This design comes from an exercise in tuning for small area, a short achievable clock period and few clock cycles per item on the open sky130 flow, not from production work. At most, simulation tests tie the RTL to the original design; equivalence was not proved. The clock port is modelled as an ideal driver, which makes a skipped or thinned clock tree look cheaper than it is; a real chip needs a root buffer or a tree. No activity file was given, so power comes from the tool's default toggle rates.

// arbiter
module arbiter
(
	input  wire          axis_aclk,
	input  wire          axis_aresetn,
	input  wire [31 : 0] s0a_axis_tdata,
	input  wire  		 s0a_axis_tvalid,
	output wire  		 s0a_axis_tready,
	input  wire  		 s0a_axis_tlast,
	input  wire [31 : 0] s0b_axis_tdata,
	input  wire          s0b_axis_tvalid,
	output wire          s0b_axis_tready,
	input  wire          s0b_axis_tlast,
	output wire [31 : 0] m0k_axis_tdata,
	output wire          m0k_axis_tvalid,
	input wire           m0k_axis_tready,
	output wire          m0k_axis_tlast,
    output wire          m0k_axis_a,
    output wire          m0k_axis_b
);
reg ga, gb;
reg lock;
wire sel_valid = gb ? s0b_axis_tvalid : s0a_axis_tvalid;
wire sel_last  = gb ? s0b_axis_tlast  : s0a_axis_tlast;
wire oth_valid = gb ? s0a_axis_tvalid : s0b_axis_tvalid;
wire take      = sel_valid & m0k_axis_tready;
wire flip = take ? (sel_last & oth_valid) : (~lock & ~sel_valid);
always @(posedge axis_aclk or negedge axis_aresetn)
    if (~axis_aresetn) lock <= 1'b0;
    else if (take) lock <= ~sel_last;
always @(posedge axis_aclk or negedge axis_aresetn)
    if (~axis_aresetn) ga <= 1'b1;
    else if (flip) ga <= ~ga;
always @(posedge axis_aclk or negedge axis_aresetn)
    if (~axis_aresetn) gb <= 1'b0;
    else if (flip) gb <= ~gb;
assign m0k_axis_tvalid = (ga & s0a_axis_tvalid) | (gb & s0b_axis_tvalid);
assign m0k_axis_tdata  = ({32{ga}} & s0a_axis_tdata) | ({32{gb}} & s0b_axis_tdata);
assign m0k_axis_tlast  = (ga & s0a_axis_tlast) | (gb & s0b_axis_tlast);
assign m0k_axis_a      = ga;
assign m0k_axis_b      = gb;
assign s0a_axis_tready = m0k_axis_tready & ~gb;
  ...
export LEC_CHECK = 0
export CAP_MARGIN = 20
export CORE_AREA = 2.3 2.72 67.62 65.28
export CTS_BUF_LIST = sky130_fd_sc_hd__clkbuf_2 sky130_fd_sc_hd__clkbuf_4
export CTS_CLUSTER_DIAMETER = 100
export CTS_CLUSTER_SIZE = 30
export DIE_AREA = 0 0 70 68
export SETUP_SLACK_MARGIN = 1.9
export SLEW_MARGIN = 20
create_clock -name core_clock -period 4.0 [get_ports {axis_aclk}]
standard.sh (not shown) runs the stock make flow with config.mk's settings and CLKGATE_MAP_FILE= SYNTH_SCRIPT=/design/flow/synth_recipe.tcl, a recipe that flattens the netlist after the stock synthesis.
==> flow/flow/run.sh <==
#!/bin/bash
set -euo pipefail
bash standard.sh BUFFER_PORTS_ARGS="-buffer_cell sky130_fd_sc_hd__buf_1" finish > standard.log 2>&1
The first run passed the timing, DRC and antenna checks.
Rerun with:
==> flow/flow/run.sh (replaced) <==
#!/bin/bash
set -euo pipefail
bash standard.sh \
  BUFFER_PORTS_ARGS="-buffer_cell sky130_fd_sc_hd__buf_1" \
  CTS_ARGS="-buf_list sky130_fd_sc_hd__clkbuf_2 -root_buf sky130_fd_sc_hd__clkbuf_2 -dont_use_dummy_load -repair_clock_nets" \
  finish > standard.log 2>&1
- CTS_BUF_LIST: sky130_fd_sc_hd__clkbuf_2 sky130_fd_sc_hd__clkbuf_4 -> not set
- CTS_CLUSTER_DIAMETER: 100 -> not set
- CTS_CLUSTER_SIZE: 30 -> not set
- SETUP_SLACK_MARGIN: 1.9 -> 1.8
=>
- via count goes down slightly
- worst setup slack improved by 18 ps
- global-route usage fell by 0.50 points
- count of clock-buffer cells in the layout is lower by 1
- cell area falls by a little under a tenth
- first-iteration DRC count went down by a quarter to a third
- synthesized area stays the same
- power went down by roughly a tenth
- sequential cell count is unchanged
- final cell count falls by a few percent
- non-clock buffer count fell by 4
Rerun with:
--- a/flow/flow/run.sh
+++ b/flow/flow/run.sh
@@ -2,3 +2,7 @@
 set -euo pipefail
+DU="sky130_fd_sc_hd__probe_p_8 sky130_fd_sc_hd__probec_p_8 sky130_fd_sc_hd__lpflow_bleeder_1 sky130_fd_sc_hd__lpflow_clkbufkapwr_1 sky130_fd_sc_hd__lpflow_clkbufkapwr_16 sky130_fd_sc_hd__lpflow_clkbufkapwr_2 sky130_fd_sc_hd__lpflow_clkbufkapwr_4 sky130_fd_sc_hd__lpflow_clkbufkapwr_8 sky130_fd_sc_hd__lpflow_clkinvkapwr_1 sky130_fd_sc_hd__lpflow_clkinvkapwr_16 sky130_fd_sc_hd__lpflow_clkinvkapwr_2 sky130_fd_sc_hd__lpflow_clkinvkapwr_4 sky130_fd_sc_hd__lpflow_clkinvkapwr_8 sky130_fd_sc_hd__lpflow_decapkapwr_12 sky130_fd_sc_hd__lpflow_decapkapwr_3 sky130_fd_sc_hd__lpflow_decapkapwr_4 sky130_fd_sc_hd__lpflow_decapkapwr_6 sky130_fd_sc_hd__lpflow_decapkapwr_8 sky130_fd_sc_hd__lpflow_inputiso0n_1 sky130_fd_sc_hd__lpflow_inputiso0p_1 sky130_fd_sc_hd__lpflow_inputiso1n_1 sky130_fd_sc_hd__lpflow_inputiso1p_1 sky130_fd_sc_hd__lpflow_inputisolatch_1 sky130_fd_sc_hd__lpflow_isobufsrc_1 sky130_fd_sc_hd__lpflow_isobufsrc_16 sky130_fd_sc_hd__lpflow_isobufsrc_2 sky130_fd_sc_hd__lpflow_isobufsrc_4 sky130_fd_sc_hd__lpflow_isobufsrc_8 sky130_fd_sc_hd__lpflow_isobufsrckapwr_16 sky130_fd_sc_hd__lpflow_lsbuf_lh_hl_isowell_tap_1 sky130_fd_sc_hd__lpflow_lsbuf_lh_hl_isowell_tap_2 sky130_fd_sc_hd__lpflow_lsbuf_lh_hl_isowell_tap_4 sky130_fd_sc_hd__lpflow_lsbuf_lh_isowell_4 sky130_fd_sc_hd__lpflow_lsbuf_lh_isowell_tap_1 sky130_fd_sc_hd__lpflow_lsbuf_lh_isowell_tap_2 sky130_fd_sc_hd__lpflow_lsbuf_lh_isowell_tap_4"
+DU="$DU sky130_fd_sc_hd__buf_12 sky130_fd_sc_hd__buf_16 sky130_fd_sc_hd__clkbuf_8 sky130_fd_sc_hd__clkbuf_16"
+DU="$DU sky130_fd_sc_hd__dfrtp_2 sky130_fd_sc_hd__dfrtp_4 sky130_fd_sc_hd__dfstp_2 sky130_fd_sc_hd__dfstp_4"
 bash standard.sh \
+  DONT_USE_CELLS="$DU" \
   BUFFER_PORTS_ARGS="-buffer_cell sky130_fd_sc_hd__buf_1" \
- SETUP_SLACK_MARGIN: 1.8 -> 1.9
What happened: The changed run completed without violations. Worst setup slack gets worse by 3.2 ps. Hold slack got worse by 9.3 ps. Clock skew increases by 4.5 ps. Sequential cell count does not change. Core utilization came out higher by 1.4 points. Area after synthesis barely changes. Global-route usage fell by 0.42 points.
Rerun with:
- SETUP_SLACK_MARGIN: 1.9 -> 1.8
The new run finished with timing, DRC and antenna clean; routed wire length fell by a few percent; flip-flop and latch count is unchanged; design area is lower by a few percent.
Rerun with:
==> flow/flow/run.sh (replaced) <==
#!/bin/bash
set -euo pipefail
bash standard.sh \
  BUFFER_PORTS_ARGS="-buffer_cell sky130_fd_sc_hd__buf_1" \
  CTS_ARGS="-buf_list sky130_fd_sc_hd__clkbuf_4 -root_buf sky130_fd_sc_hd__clkbuf_4 -dont_use_dummy_load -repair_clock_nets" \
  finish > standard.log 2>&1
After rerunning:
- cell area increases by 2.9%
- wire length rose by 3.2%
- critical path depth does not change
- clock power grows by 37%
- final cell count drops by 1.4%
- non-clock buffer count goes down by 3
- maximum frequency goes down by 2.7%
- power goes up by 6.0%
Function was not checked in any run of this note: the RTL went through the layout flow alone.

---

oak:
Another version of the RTL of arbiter (not shown whole).
For scale: about 46 cells after synthesis, roughly 110 I/O pins, ~420 sq um of cells after synthesis.
==> flow/config.mk <==
export PLATFORM = sky130hd
export DESIGN_NAME = arbiter
export DESIGN_NICKNAME = arbiter
export VERILOG_FILES = /design/flow/design.v
export SDC_FILE = /design/flow/constraint.sdc
export NUM_CORES = 4
export LEC_CHECK = 0
export CAP_MARGIN = 20
export CORE_AREA = 2.3 2.72 67.62 65.28
export DIE_AREA = 0 0 70 68
export SLEW_MARGIN = 20
==> flow/constraint.sdc <==
create_clock -name core_clock -period 4.0 [get_ports {axis_aclk}]
set_input_delay 0.8000 -clock core_clock [delete_from_list [all_inputs] [get_ports {axis_aclk}]]
set_output_delay 0.8000 -clock core_clock [all_outputs]
set_load 0.01 [all_outputs]
==> flow/flow/run.sh <==
#!/bin/bash
set -euo pipefail
R=orfs/results/sky130hd/arbiter/base
VARS=(BUFFER_PORTS_ARGS="-buffer_cell sky130_fd_sc_hd__buf_1" GPL_TIMING_DRIVEN=0)

bash standard.sh synth > synth.log 2>&1

regs() { grep -oE 'sky130_fd_sc_hd__(df|ed|sdf|dl)[a-z]+_[0-9]+ +[^ (]+' "$1" | sed -E 's/_[0-9]+ +/ /' | sort; }
regs $R/1_2_yosys.v > regs_standard.txt
regs flow/netlist.v > regs_hand.txt
if [[ -s regs_standard.txt ]] && cmp -s regs_standard.txt regs_hand.txt; then
  echo "registers match: using flow/netlist.v" > netlist_choice.log
  cp $R/1_2_yosys.v $R/1_2_yosys_standard.v
  cp flow/netlist.v $R/1_2_yosys.v
  rm -f $R/1_synth.odb $R/1_synth.sdc
  bash standard.sh synth > synth_odb.log 2>&1
else
  echo "registers differ: keeping the standard netlist" > netlist_choice.log
fi

bash standard.sh "${VARS[@]}" place > place.log 2>&1

# clock: one buffer instead of ORFS's CTS step
RESULTS=$R CLOCK_BUFFER=sky130_fd_sc_hd__clkbuf_1 \
  openroad -no_init -exit flow/clock_buffer.tcl > clock_buffer.log 2>&1
cp $R/4_1_cts.odb $R/4_cts.odb
{ cat $R/3_place.sdc; echo "set_propagated_clock [get_clocks {core_clock}]"; } > $R/4_cts.sdc

bash standard.sh "${VARS[@]}" finish > standard.log 2>&1
==> flow/flow/netlist.v <==
/* hand-mapped netlist of arbiter, see gen/mknet.py */
module arbiter(axis_aclk, axis_aresetn, s0a_axis_tdata, s0a_axis_tvalid, s0a_axis_tready, s0a_axis_tlast, s0b_axis_tdata, s0b_axis_tvalid, s0b_axis_tready, s0b_axis_tlast, m0k_axis_tdata, m0k_axis_tvalid, m0k_axis_tready, m0k_axis_tlast, m0k_axis_a, m0k_axis_b);
  input axis_aclk;
  input axis_aresetn;
  input [31:0] s0a_axis_tdata;
  input s0a_axis_tvalid;
  output s0a_axis_tready;
  input s0a_axis_tlast;
  input [31:0] s0b_axis_tdata;
  input s0b_axis_tvalid;
  output s0b_axis_tready;
  input s0b_axis_tlast;
  output [31:0] m0k_axis_tdata;
  output m0k_axis_tvalid;
  input m0k_axis_tready;
  output m0k_axis_tlast;
  output m0k_axis_a;
  output m0k_axis_b;

  wire gb;
  wire gax;
  wire gbx;
  wire take;
  wire idle;
  wire flip;
  wire gb_nxt;
  wire nlk;
  wire lock_nxt;
  wire lock;
  sky130_fd_sc_hd__inv_6 gbuf_a (.A(gb), .Y(gax));
  sky130_fd_sc_hd__buf_6 gbuf_b (.A(gb), .X(gbx));
  sky130_fd_sc_hd__a22o_1 mx_d0 (.A1(gax), .A2(s0a_axis_tdata[0]), .B1(s0b_axis_tdata[0]), .B2(gbx), .X(m0k_axis_tdata[0]));
  sky130_fd_sc_hd__a22o_1 mx_d1 (.A1(gax), .A2(s0a_axis_tdata[1]), .B1(s0b_axis_tdata[1]), .B2(gbx), .X(m0k_axis_tdata[1]));
  sky130_fd_sc_hd__a22o_1 mx_d2 (.A1(gax), .A2(s0a_axis_tdata[2]), .B1(s0b_axis_tdata[2]), .B2(gbx), .X(m0k_axis_tdata[2]));
  sky130_fd_sc_hd__a22o_1 mx_d3 (.A1(gax), .A2(s0a_axis_tdata[3]), .B1(s0b_axis_tdata[3]), .B2(gbx), .X(m0k_axis_tdata[3]));
  sky130_fd_sc_hd__a22o_1 mx_d4 (.A1(gax), .A2(s0a_axis_tdata[4]), .B1(s0b_axis_tdata[4]), .B2(gbx), .X(m0k_axis_tdata[4]));
  sky130_fd_sc_hd__a22o_1 mx_d5 (.A1(gax), .A2(s0a_axis_tdata[5]), .B1(s0b_axis_tdata[5]), .B2(gbx), .X(m0k_axis_tdata[5]));
  sky130_fd_sc_hd__a22o_1 mx_d6 (.A1(gax), .A2(s0a_axis_tdata[6]), .B1(s0b_axis_tdata[6]), .B2(gbx), .X(m0k_axis_tdata[6]));
  sky130_fd_sc_hd__a22o_1 mx_d7 (.A1(gax), .A2(s0a_axis_tdata[7]), .B1(s0b_axis_tdata[7]), .B2(gbx), .X(m0k_axis_tdata[7]));
  sky130_fd_sc_hd__a22o_1 mx_d8 (.A1(gax), .A2(s0a_axis_tdata[8]), .B1(s0b_axis_tdata[8]), .B2(gbx), .X(m0k_axis_tdata[8]));
  sky130_fd_sc_hd__a22o_1 mx_d9 (.A1(gax), .A2(s0a_axis_tdata[9]), .B1(s0b_axis_tdata[9]), .B2(gbx), .X(m0k_axis_tdata[9]));
  sky130_fd_sc_hd__a22o_1 mx_d10 (.A1(gax), .A2(s0a_axis_tdata[10]), .B1(s0b_axis_tdata[10]), .B2(gbx), .X(m0k_axis_tdata[10]));
  sky130_fd_sc_hd__a22o_1 mx_d11 (.A1(gax), .A2(s0a_axis_tdata[11]), .B1(s0b_axis_tdata[11]), .B2(gbx), .X(m0k_axis_tdata[11]));
  sky130_fd_sc_hd__a22o_1 mx_d12 (.A1(gax), .A2(s0a_axis_tdata[12]), .B1(s0b_axis_tdata[12]), .B2(gbx), .X(m0k_axis_tdata[12]));
  sky130_fd_sc_hd__a22o_1 mx_d13 (.A1(gax), .A2(s0a_axis_tdata[13]), .B1(s0b_axis_tdata[13]), .B2(gbx), .X(m0k_axis_tdata[13]));
  sky130_fd_sc_hd__a22o_1 mx_d14 (.A1(gax), .A2(s0a_axis_tdata[14]), .B1(s0b_axis_tdata[14]), .B2(gbx), .X(m0k_axis_tdata[14]));
  sky130_fd_sc_hd__a22o_1 mx_d15 (.A1(gax), .A2(s0a_axis_tdata[15]), .B1(s0b_axis_tdata[15]), .B2(gbx), .X(m0k_axis_tdata[15]));
  sky130_fd_sc_hd__a22o_1 mx_d16 (.A1(gax), .A2(s0a_axis_tdata[16]), .B1(s0b_axis_tdata[16]), .B2(gbx), .X(m0k_axis_tdata[16]));
  sky130_fd_sc_hd__a22o_1 mx_d17 (.A1(gax), .A2(s0a_axis_tdata[17]), .B1(s0b_axis_tdata[17]), .B2(gbx), .X(m0k_axis_tdata[17]));
  sky130_fd_sc_hd__a22o_1 mx_d18 (.A1(gax), .A2(s0a_axis_tdata[18]), .B1(s0b_axis_tdata[18]), .B2(gbx), .X(m0k_axis_tdata[18]));
  sky130_fd_sc_hd__a22o_1 mx_d19 (.A1(gax), .A2(s0a_axis_tdata[19]), .B1(s0b_axis_tdata[19]), .B2(gbx), .X(m0k_axis_tdata[19]));
  sky130_fd_sc_hd__a22o_1 mx_d20 (.A1(gax), .A2(s0a_axis_tdata[20]), .B1(s0b_axis_tdata[20]), .B2(gbx), .X(m0k_axis_tdata[20]));
  sky130_fd_sc_hd__a22o_1 mx_d21 (.A1(gax), .A2(s0a_axis_tdata[21]), .B1(s0b_axis_tdata[21]), .B2(gbx), .X(m0k_axis_tdata[21]));
  sky130_fd_sc_hd__a22o_1 mx_d22 (.A1(gax), .A2(s0a_axis_tdata[22]), .B1(s0b_axis_tdata[22]), .B2(gbx), .X(m0k_axis_tdata[22]));
  sky130_fd_sc_hd__a22o_1 mx_d23 (.A1(gax), .A2(s0a_axis_tdata[23]), .B1(s0b_axis_tdata[23]), .B2(gbx), .X(m0k_axis_tdata[23]));
  sky130_fd_sc_hd__a22o_1 mx_d24 (.A1(gax), .A2(s0a_axis_tdata[24]), .B1(s0b_axis_tdata[24]), .B2(gbx), .X(m0k_axis_tdata[24]));
  sky130_fd_sc_hd__a22o_1 mx_d25 (.A1(gax), .A2(s0a_axis_tdata[25]), .B1(s0b_axis_tdata[25]), .B2(gbx), .X(m0k_axis_tdata[25]));
  sky130_fd_sc_hd__a22o_1 mx_d26 (.A1(gax), .A2(s0a_axis_tdata[26]), .B1(s0b_axis_tdata[26]), .B2(gbx), .X(m0k_axis_tdata[26]));
  sky130_fd_sc_hd__a22o_1 mx_d27 (.A1(gax), .A2(s0a_axis_tdata[27]), .B1(s0b_axis_tdata[27]), .B2(gbx), .X(m0k_axis_tdata[27]));
  sky130_fd_sc_hd__a22o_1 mx_d28 (.A1(gax), .A2(s0a_axis_tdata[28]), .B1(s0b_axis_tdata[28]), .B2(gbx), .X(m0k_axis_tdata[28]));
  sky130_fd_sc_hd__a22o_1 mx_d29 (.A1(gax), .A2(s0a_axis_tdata[29]), .B1(s0b_axis_tdata[29]), .B2(gbx), .X(m0k_axis_tdata[29]));
  sky130_fd_sc_hd__a22o_1 mx_d30 (.A1(gax), .A2(s0a_axis_tdata[30]), .B1(s0b_axis_tdata[30]), .B2(gbx), .X(m0k_axis_tdata[30]));
  sky130_fd_sc_hd__a22o_1 mx_d31 (.A1(gax), .A2(s0a_axis_tdata[31]), .B1(s0b_axis_tdata[31]), .B2(gbx), .X(m0k_axis_tdata[31]));
  sky130_fd_sc_hd__a22o_1 mx_v (.A1(gax), .A2(s0a_axis_tvalid), .B1(s0b_axis_tvalid), .B2(gbx), .X(m0k_axis_tvalid));
  sky130_fd_sc_hd__a22o_1 mx_l (.A1(gax), .A2(s0a_axis_tlast), .B1(s0b_axis_tlast), .B2(gbx), .X(m0k_axis_tlast));
  sky130_fd_sc_hd__and2_1 g_take (.A(m0k_axis_tvalid), .B(m0k_axis_tready), .X(take));
  sky130_fd_sc_hd__nor2_1 g_idle (.A(m0k_axis_tvalid), .B(lock), .Y(idle));
  sky130_fd_sc_hd__a21o_1 g_flip (.A1(take), .A2(m0k_axis_tlast), .B1(idle), .X(flip));
  sky130_fd_sc_hd__xor2_1 g_gbn (.A(gb), .B(flip), .X(gb_nxt));
  sky130_fd_sc_hd__nor2_1 g_nlk (.A(take), .B(lock), .Y(nlk));
  sky130_fd_sc_hd__a21oi_1 g_lock (.A1(take), .A2(m0k_axis_tlast), .B1(nlk), .Y(lock_nxt));
  sky130_fd_sc_hd__and2_1 g_rdya (.A(m0k_axis_tready), .B(gax), .X(s0a_axis_tready));
  sky130_fd_sc_hd__and2_1 g_rdyb (.A(m0k_axis_tready), .B(gbx), .X(s0b_axis_tready));
  sky130_fd_sc_hd__dfrtp_2 \gb$_DFF_PN0_  (.CLK(axis_aclk), .D(gb_nxt), .RESET_B(axis_aresetn), .Q(gb));
  sky130_fd_sc_hd__dfrtp_1 \lock$_DFFE_PN0P_  (.CLK(axis_aclk), .D(lock_nxt), .RESET_B(axis_aresetn), .Q(lock));
  assign m0k_axis_a = gax;
  assign m0k_axis_b = gbx;
endmodule
Other scripts of this flow, unchanged in this note and not shown: flow/flow/clock_buffer.tcl
oak: full flow OK, the timing, DRC and antenna checks passed
Testbench counts of oak, summed over its fixed seeds: cycles 32,207, items 24,069.
Setup changes, oak to pine
diff --git a/flow/flow/netlist.v b/flow/flow/netlist.v
--- a/flow/flow/netlist.v
+++ b/flow/flow/netlist.v
@@ -30 +30 @@
-  sky130_fd_sc_hd__inv_6 gbuf_a (.A(gb), .Y(gax));
+  sky130_fd_sc_hd__inv_4 gbuf_a (.A(gb), .Y(gax));
@@ -74 +74 @@
-  sky130_fd_sc_hd__dfrtp_2 \gb$_DFF_PN0_  (.CLK(axis_aclk), .D(gb_nxt), .RESET_B(axis_aresetn), .Q(gb));
+  sky130_fd_sc_hd__dfrtp_1 \gb$_DFF_PN0_  (.CLK(axis_aclk), .D(gb_nxt), .RESET_B(axis_aresetn), .Q(gb));
Findings:
Compared to oak, pine has global-route wire length before repair 5.7% higher. On sequential share of layout area, pine and oak are basically level. Biggest cell delay along the critical path: pine vs oak, no meaningful difference. There was hardly any difference in final cell utilization of the core between pine and oak. Compared oak against pine; worst setup slack before clock tree synthesis within noise. Re total power after layout: pine is about 0.6% down on oak.
In every run of this note, the design's own scripts or RTL, not TritonCTS, make the clock network.

[afterwards: timing with drivers on the ports]
How much do the figures lean on ideal ports? The routed layouts below were timed once more, with nothing changed but the port constraints.
Step 1 assumes that a clkbuf_16 drives the clock port and a buf_2 every other input.
Step 2 also shifts input and output timing later by t, the mid clock arrival at the registers, as if the neighbouring blocks saw the same clock.
a / b / c = no drivers / after step 1 / after step 2; a / b = the first two.
| run | shift t [ns] | slack for setup (ns) | clock arrival spread, ns | worst data-port slew with drivers (ns) | pins driven straight from the clock port |
|---|---|---|---|---|---|
| the first run of note 1 | 0.251 | 1.882 / 1.866 / 1.904 | 0.000 / 0.000 | 0.05 | 1 |
| the second run of note 1 | 0.210 | 1.900 / 1.884 / 1.915 | 0.011 / 0.011 | 0.04 | 1 |
| the third run of note 1 | 0.216 | 1.897 / 1.881 / 1.911 | 0.015 / 0.015 | 0.04 | 1 |
| the fourth run of note 1 | 0.215 | 1.923 / 1.908 / 1.915 | 0.017 / 0.017 | 0.04 | 1 |
| the fifth run of note 1 | 0.243 | 1.867 / 1.851 / 1.915 | 0.008 / 0.008 | 0.04 | 1 |
| oak | 0.091 | 1.952 / 1.932 / 1.932 | 0.000 / 0.000 | 0.04 | 1 |
| pine | 0.092 | 1.950 / 1.930 / 1.930 | 0.000 / 0.000 | 0.05 | 1 |
After both steps setup and hold are still met in every run listed.
